Background: an optimization exercise with open tools, aiming at small area, a short achievable clock period and few clock cycles. Do not read the settings as production practice.
At most, simulation tests tie the RTL to the original design; equivalence was not proved.

==> run H: inputs <==
Design brv32p_muldiv, start of the top module:
module brv32p_muldiv (
  input  logic        clk,
  input  logic        rst_n,
  input  logic        start,
  input  logic        hold,        
  input  logic [2:0]  op,          
  input  logic [31:0] a,           
  input  logic [31:0] b,           
  output logic [31:0] result,
  output logic        busy,
  output logic        valid        
);
  localparam logic [2:0] MD_MUL    = 3'b000;
  localparam logic [2:0] MD_MULH   = 3'b001;
  localparam logic [2:0] MD_MULHSU = 3'b010;
  localparam logic [2:0] MD_MULHU  = 3'b011;
  localparam logic [2:0] MD_DIV    = 3'b100;
  localparam logic [2:0] MD_DIVU   = 3'b101;
  localparam logic [2:0] MD_REM    = 3'b110;
  localparam logic [2:0] MD_REMU   = 3'b111;
  logic        mul_sa, mul_sb;
  logic [32:0] mx;                             
  logic [34:0] my;                             
  assign mul_sa = (op[1:0] == 2'b01) || (op[1:0] == 2'b10);
  assign mul_sb = (op[1:0] == 2'b01);
  assign mx = {mul_sa & a[31], a};
  assign my = {{2{mul_sb & b[31]}}, b, 1'b0};
  ...
==> flow/config.mk <==
export PLATFORM = sky130hd
export DESIGN_NAME = brv32p_muldiv
export DESIGN_NICKNAME = brv32p_muldiv
export VERILOG_FILES = /design/flow/design.v
export SDC_FILE = /design/flow/constraint.sdc
export NUM_CORES = 8
export LEC_CHECK = 0
export CAP_MARGIN = 20
export CORE_MARGIN = 2
export CORE_UTILIZATION = 55
export PLACE_DENSITY = 0.7
export SETUP_SLACK_MARGIN = 2
export SLEW_MARGIN = 20
==> flow/constraint.sdc <==
create_clock -name core_clock -period 16.0 [get_ports {clk}]
set_input_delay 3.2000 -clock core_clock [delete_from_list [all_inputs] [get_ports {clk}]]
set_output_delay 3.2000 -clock core_clock [all_outputs]
set_load 0.01 [all_outputs]
standard.sh (not shown) runs the stock make flow with config.mk's settings and CLKGATE_MAP_FILE= SYNTH_SCRIPT=/design/flow/synth_recipe.tcl, a recipe that flattens the netlist after the stock synthesis.
==> flow/flow/run.sh <==
#!/bin/bash
# Own flow: the standard layout, except that the synthesis maps the logic
# with an area-oriented ABC script (flow/abc_area.script) in place of ORFS's
# speed script. Everything else, registers included, is the standard synthesis:
# the same synth_recipe.tcl and ORFS synth.tcl, with only the abc call's script
# swapped. Timing is then repaired by the standard placement and CTS steps.
# Port buffers are buf_2 cells instead of ORFS's default pick.
set -euo pipefail
W=$(pwd)
FLOWDIR=$(cd "$(dirname "${BASH_SOURCE[0]}")" && pwd)

# ORFS synth.tcl with the abc script replaced
sed "s#log_cmd abc {\*}\$abc_args#log_cmd abc {*}[lreplace \$abc_args 0 1 -script $FLOWDIR/abc_area.script]#" \
  "$FLOW_HOME/scripts/synth.tcl" > "$W/own_synth_body.tcl"
grep -q "abc_area.script" "$W/own_synth_body.tcl"
sed "s#source \$::env(SCRIPTS_DIR)/synth.tcl#source $W/own_synth_body.tcl#" \
  "$W/synth_recipe.tcl" > "$W/own_synth.tcl"
grep -q "own_synth_body.tcl" "$W/own_synth.tcl"

# standard.sh with the synthesis script swapped, for the synthesis step only
sed "s#SYNTH_SCRIPT=[^ ]*#SYNTH_SCRIPT=$W/own_synth.tcl#" "$W/standard.sh" > "$W/own_standard.sh"
grep -q "own_synth.tcl" "$W/own_standard.sh"
# standard.sh whose port buffers are buf_2 cells (ORFS's default pick is a
# delay cell); every port still gets its buffer
sed "s#CLKGATE_MAP_FILE= #CLKGATE_MAP_FILE= BUFFER_PORTS_ARGS=-buffer_cell\\\\ sky130_fd_sc_hd__buf_2 #" "$W/standard.sh" > "$W/own_finish.sh"
grep -q "BUFFER_PORTS_ARGS" "$W/own_finish.sh"

bash "$W/own_standard.sh" synth > "$W/synth_make.log" 2>&1
bash "$W/own_finish.sh" finish > "$W/finish_make.log" 2>&1
test -f "$W/out/final.def"
==> flow/flow/abc_area.script <==
&get -n
&st
&dch
&nf -D 11000
&put
topo
stime -c
==> run R: changes against run H <==
--- a/flow/design.v
+++ b/flow/design.v
@@ -1292,18 +1292,21 @@
   logic [31:0] abs_a, b_nx, b_mag;
   assign div_signed = ~op[0];                  
   assign a_neg = div_signed & a[31];
   assign b_neg = div_signed & b[31];
   assign d_cin = ~b_neg;
   assign abs_a = a_neg ? (~a + 32'd1) : a;
   assign b_nx  = b_neg ? b : ~b;               
   assign b_mag = ~b_nx;                        
-  logic b_zero;
+  logic b_zero, a_lt_b;
+  logic [32:0] cmp;
   assign b_zero = (b == 32'd0);
+  assign cmp    = {1'b0, abs_a} + {1'b1, b_nx} + {32'd0, d_cin};
+  assign a_lt_b = cmp[32];
   function automatic logic [5:0] bitlen(input logic [31:0] x);
     logic [15:0] z1; logic [15:0] c1;
     logic [7:0]  z2; logic [15:0] c2;
     logic [3:0]  z3; logic [11:0] c3;
     logic [1:0]  z4; logic [7:0]  c4;
     logic        z5; logic [4:0]  c5;
     for (int i = 0; i < 16; i++) begin
       z1[i] = ~(x[2*i+1] | x[2*i]);
@@ -1351,34 +1354,33 @@
   logic        div_active;
   logic [3:0]  div_cnt;                        
   logic        div_rem;
   logic        neg_q, neg_r, cin_r;
   logic [31:0] rem_r, quo_r;
   logic [35:0] dv_r;
   logic is_div_op, div_launch, div_fast;
   assign is_div_op  = op[2];
-  assign div_fast   = b_zero | (len_a < len_b);    
+  assign div_fast   = b_zero | a_lt_b;
   assign div_launch = start && !div_active && is_div_op && !div_fast;
   logic [31:0] rem_n, quo_n, rem_2, quo_2;
   logic [35:0] dv_n;
   always_comb begin
     logic [31:0] rm, qv;
-    logic [35:0] dv;
-    logic [36:0] diff;
+    logic [35:0] dv, diff;
     rm = rem_r;
     dv = dv_r;
     qv = quo_r;
     rem_2 = rem_r;
     quo_2 = quo_r;
     for (int s = 0; s < 4; s++) begin
-      diff = {4'd0, rm, 1'b1} + {dv, cin_r};
-      if (!diff[36])
-        rm = diff[32:1];
-      qv = {qv[30:0], ~diff[36]};
+      diff = {4'd0, rm} + dv + {35'd0, cin_r};
+      if (!diff[35])
+        rm = diff[31:0];
+      qv = {qv[30:0], ~diff[35]};
       dv = {dv[35], dv[35:1]};
       if (s == 1) begin
         rem_2 = rm;
         quo_2 = qv;
       end
     end
     rem_n = rm;
     quo_n = qv;
@@ -1417,21 +1419,29 @@
     logic        ng;
     logic [31:0] sel;
     sel = div_rem ? rem_2 : quo_2;
     ng  = div_rem ? neg_r : neg_q;
     div_result = (sel ^ {32{ng}}) + {31'd0, ng};
   end
   logic [31:0] fast_result;
   assign fast_result = op[1] ? a : {32{b_zero}};
-  logic [31:0] mul_result;
-  assign mul_result = (op[1:0] == 2'b00) ? prod[31:0] : prod[63:32];
   always_comb begin
-    if (div_active)
-      result = div_result;
-    else if (is_div_op)
-      result = fast_result;
-    else
-      result = mul_result;
-    valid = start & (div_active ? div_last : (!is_div_op || div_fast));
-    busy  = start & (div_active ? !div_last : (is_div_op && !div_fast));
+    valid  = 1'b0;
+    busy   = 1'b0;
+    result = 32'b0;
+    if (start) begin
+      if (div_active) begin
+        valid  = div_last;
+        busy   = !div_last;
+        result = div_result;
+      end else if (!is_div_op) begin
+        valid  = 1'b1;
+        result = (op[1:0] == 2'b00) ? prod[31:0] : prod[63:32];
+      end else if (div_fast) begin
+        valid  = 1'b1;
+        result = fast_result;
+      end else begin
+        busy   = 1'b1;
+      end
+    end
   end
 endmodule
==> flow/run.sh (new file) <==
#!/bin/bash
# synth_recipe.tcl (not shown) runs the flow's synth.tcl, then flattens the netlist and writes it again
# the make line also repeats each setting of config.mk as NAME=value (left out here)
make -C /OpenROAD-flow-scripts/flow DESIGN_CONFIG=/design/flow/config.mk WORK_HOME=/design/flow/orfs CLKGATE_MAP_FILE= SYNTH_SCRIPT=/design/flow/synth_recipe.tcl finish
CORE_UTILIZATION = 45   (was 55)
PLACE_DENSITY = 0.6   (was 0.7)
SETUP_SLACK_MARGIN = 4   (was 2)
removed: flow/flow/run.sh
removed: flow/flow/abc_area.script
removed: flow/standard.sh
==> run E: changes against run H <==
--- a/flow/design.v
+++ b/flow/design.v
@@ -1292,18 +1292,21 @@
   logic [31:0] abs_a, b_nx, b_mag;
   assign div_signed = ~op[0];                  
   assign a_neg = div_signed & a[31];
   assign b_neg = div_signed & b[31];
   assign d_cin = ~b_neg;
   assign abs_a = a_neg ? (~a + 32'd1) : a;
   assign b_nx  = b_neg ? b : ~b;               
   assign b_mag = ~b_nx;                        
-  logic b_zero;
+  logic b_zero, a_lt_b;
+  logic [32:0] cmp;
   assign b_zero = (b == 32'd0);
+  assign cmp    = {1'b0, abs_a} + {1'b1, b_nx} + {32'd0, d_cin};
+  assign a_lt_b = cmp[32];
   function automatic logic [5:0] bitlen(input logic [31:0] x);
     logic [15:0] z1; logic [15:0] c1;
     logic [7:0]  z2; logic [15:0] c2;
     logic [3:0]  z3; logic [11:0] c3;
     logic [1:0]  z4; logic [7:0]  c4;
     logic        z5; logic [4:0]  c5;
     for (int i = 0; i < 16; i++) begin
       z1[i] = ~(x[2*i+1] | x[2*i]);
@@ -1351,17 +1354,17 @@
   logic        div_active;
   logic [3:0]  div_cnt;                        
   logic        div_rem;
   logic        neg_q, neg_r, cin_r;
   logic [31:0] rem_r, quo_r;
   logic [35:0] dv_r;
   logic is_div_op, div_launch, div_fast;
   assign is_div_op  = op[2];
-  assign div_fast   = b_zero | (len_a < len_b);    
+  assign div_fast   = b_zero | a_lt_b;
   assign div_launch = start && !div_active && is_div_op && !div_fast;
   logic [31:0] rem_n, quo_n, rem_2, quo_2;
   logic [35:0] dv_n;
   always_comb begin
     logic [31:0] rm, qv;
     logic [35:0] dv;
     logic [36:0] diff;
     rm = rem_r;
==> flow/flow/run.sh (replaced) <==
#!/bin/bash
# Own flow: the standard layout, except that the synthesis maps the logic
# with an area-oriented ABC script (flow/abc_area.script) in place of ORFS's
# speed script. Everything else, registers included, is the standard synthesis:
# the same synth_recipe.tcl and ORFS synth.tcl, with only the abc call's script
# swapped. Timing is then repaired by the standard placement and CTS steps.
set -euo pipefail
W=$(pwd)
FLOWDIR=$(cd "$(dirname "${BASH_SOURCE[0]}")" && pwd)

# ORFS synth.tcl with the abc script replaced
sed "s#log_cmd abc {\*}\$abc_args#log_cmd abc {*}[lreplace \$abc_args 0 1 -script $FLOWDIR/abc_area.script]#" \
  "$FLOW_HOME/scripts/synth.tcl" > "$W/own_synth_body.tcl"
grep -q "abc_area.script" "$W/own_synth_body.tcl"
sed "s#source \$::env(SCRIPTS_DIR)/synth.tcl#source $W/own_synth_body.tcl#" \
  "$W/synth_recipe.tcl" > "$W/own_synth.tcl"
grep -q "own_synth_body.tcl" "$W/own_synth.tcl"

# standard.sh with the synthesis script swapped, for the synthesis step only
sed "s#SYNTH_SCRIPT=[^ ]*#SYNTH_SCRIPT=$W/own_synth.tcl#" "$W/standard.sh" > "$W/own_standard.sh"
grep -q "own_synth.tcl" "$W/own_standard.sh"

bash "$W/own_standard.sh" synth > "$W/synth_make.log" 2>&1
bash "$W/standard.sh" finish > "$W/finish_make.log" 2>&1
test -f "$W/out/final.def"
CORE_UTILIZATION = 45   (was 55)
PLACE_DENSITY = 0.6   (was 0.7)
==> summary.txt <==
- In flip-flop and latch count, run R and run E do not differ.
- Against run H, the register-to-register slack of run R is higher by 1.9 ns.
- Routed wire length, lowest first: run H, run E, run R.
- The lowest global-route usage belongs to run E, the highest to run H.
- The lowest final cell count belongs to run H, the highest to run R.
- Of run E and run H, run E has the higher synthesized area (gap 0.55%, measured against run H).
- Die area: run H < run E < run R.
- Cell area: run R > run E > run H.
==> figures <==
metric                                                              run H                  run E                  run R
Smallest hold slack                                              0.488 ns               0.485 ns               0.463 ns
Share of the synthesized area in the top cell type                  0.229                  0.227                  0.210
Final setup slack of the worst path                               2.07 ns                2.03 ns                2.52 ns
Most repeated library cell on the critical path     sky130_fd_sc_hd__fa_1  sky130_fd_sc_hd__fa_1  sky130_fd_sc_hd__fa_2
Worst reg2reg startpoint                                  cin_r$_DFFE_PP_      dv_r[8]$_DFFE_PP_      dv_r[0]$_DFFE_PP_
R2r worst-path depth                                                   45                     47                     48
Fin Clk Skew                                                    0.0172 ns              0.0130 ns              0.0147 ns
Clock latency on the worst-skew pair                              0.39 ns                0.40 ns                0.39 ns
Non-clk invs                                                          325                    351                    392
Net count, final                                                     5944                   6007                   6527
Final antenna diode count                                               1                      5                      4
Final design utilization                                            0.609                  0.516                  0.547
Run status                                                 finished clean         finished clean         finished clean
Post-detailed-route wirelength per cell                           28.6 um                28.5 um                28.8 um
Routed via count                                                    42053                  41975                  45664
Combined area of all synthesized cells                        40700 sq um            40900 sq um            44600 sq um
Core region area                                              73100 sq um            90100 sq um            98400 sq um
Testbench counts of run E, summed over its fixed seeds: cycles 17,182.
Only the layout flow was run in run H and run R; the RTL was not checked for function there.

-- re-timing with driven ports --
In the flow no input, the clock included, has a driving cell. The finished layouts below were timed again as built, in two steps.
Step 1, drivers: a clkbuf_16 drives clk and a buf_2 each remaining input, both assumed.
Step 2 adds t to the input delays and takes it off the output delays; t is the mean of the earliest and latest rising clock arrival at the registers after step 1. Input paths then give back, and output paths get back, about the clock's delay inside the block.
Slacks: ideal ports / drivers / drivers and shift; pairs: ideal ports / drivers.
run | t (ns) | setup WS [ns] | clock arrival spread, ns | worst slew at a driven data input, ns
run H | 0.435 | 2.069 / 2.021 / 2.021 | 0.019 / 0.018 | 0.12
run R | 0.452 | 2.521 / 2.457 / 2.457 | 0.015 / 0.015 | 0.12
run E | 0.442 | 2.034 / 2.017 / 2.017 | 0.013 / 0.013 | 0.15
After both steps setup and hold are still met in every run listed. For run R, which loses most, drivers alone change the setup slack by -0.064 ns; drivers and shift together by -0.064 ns.
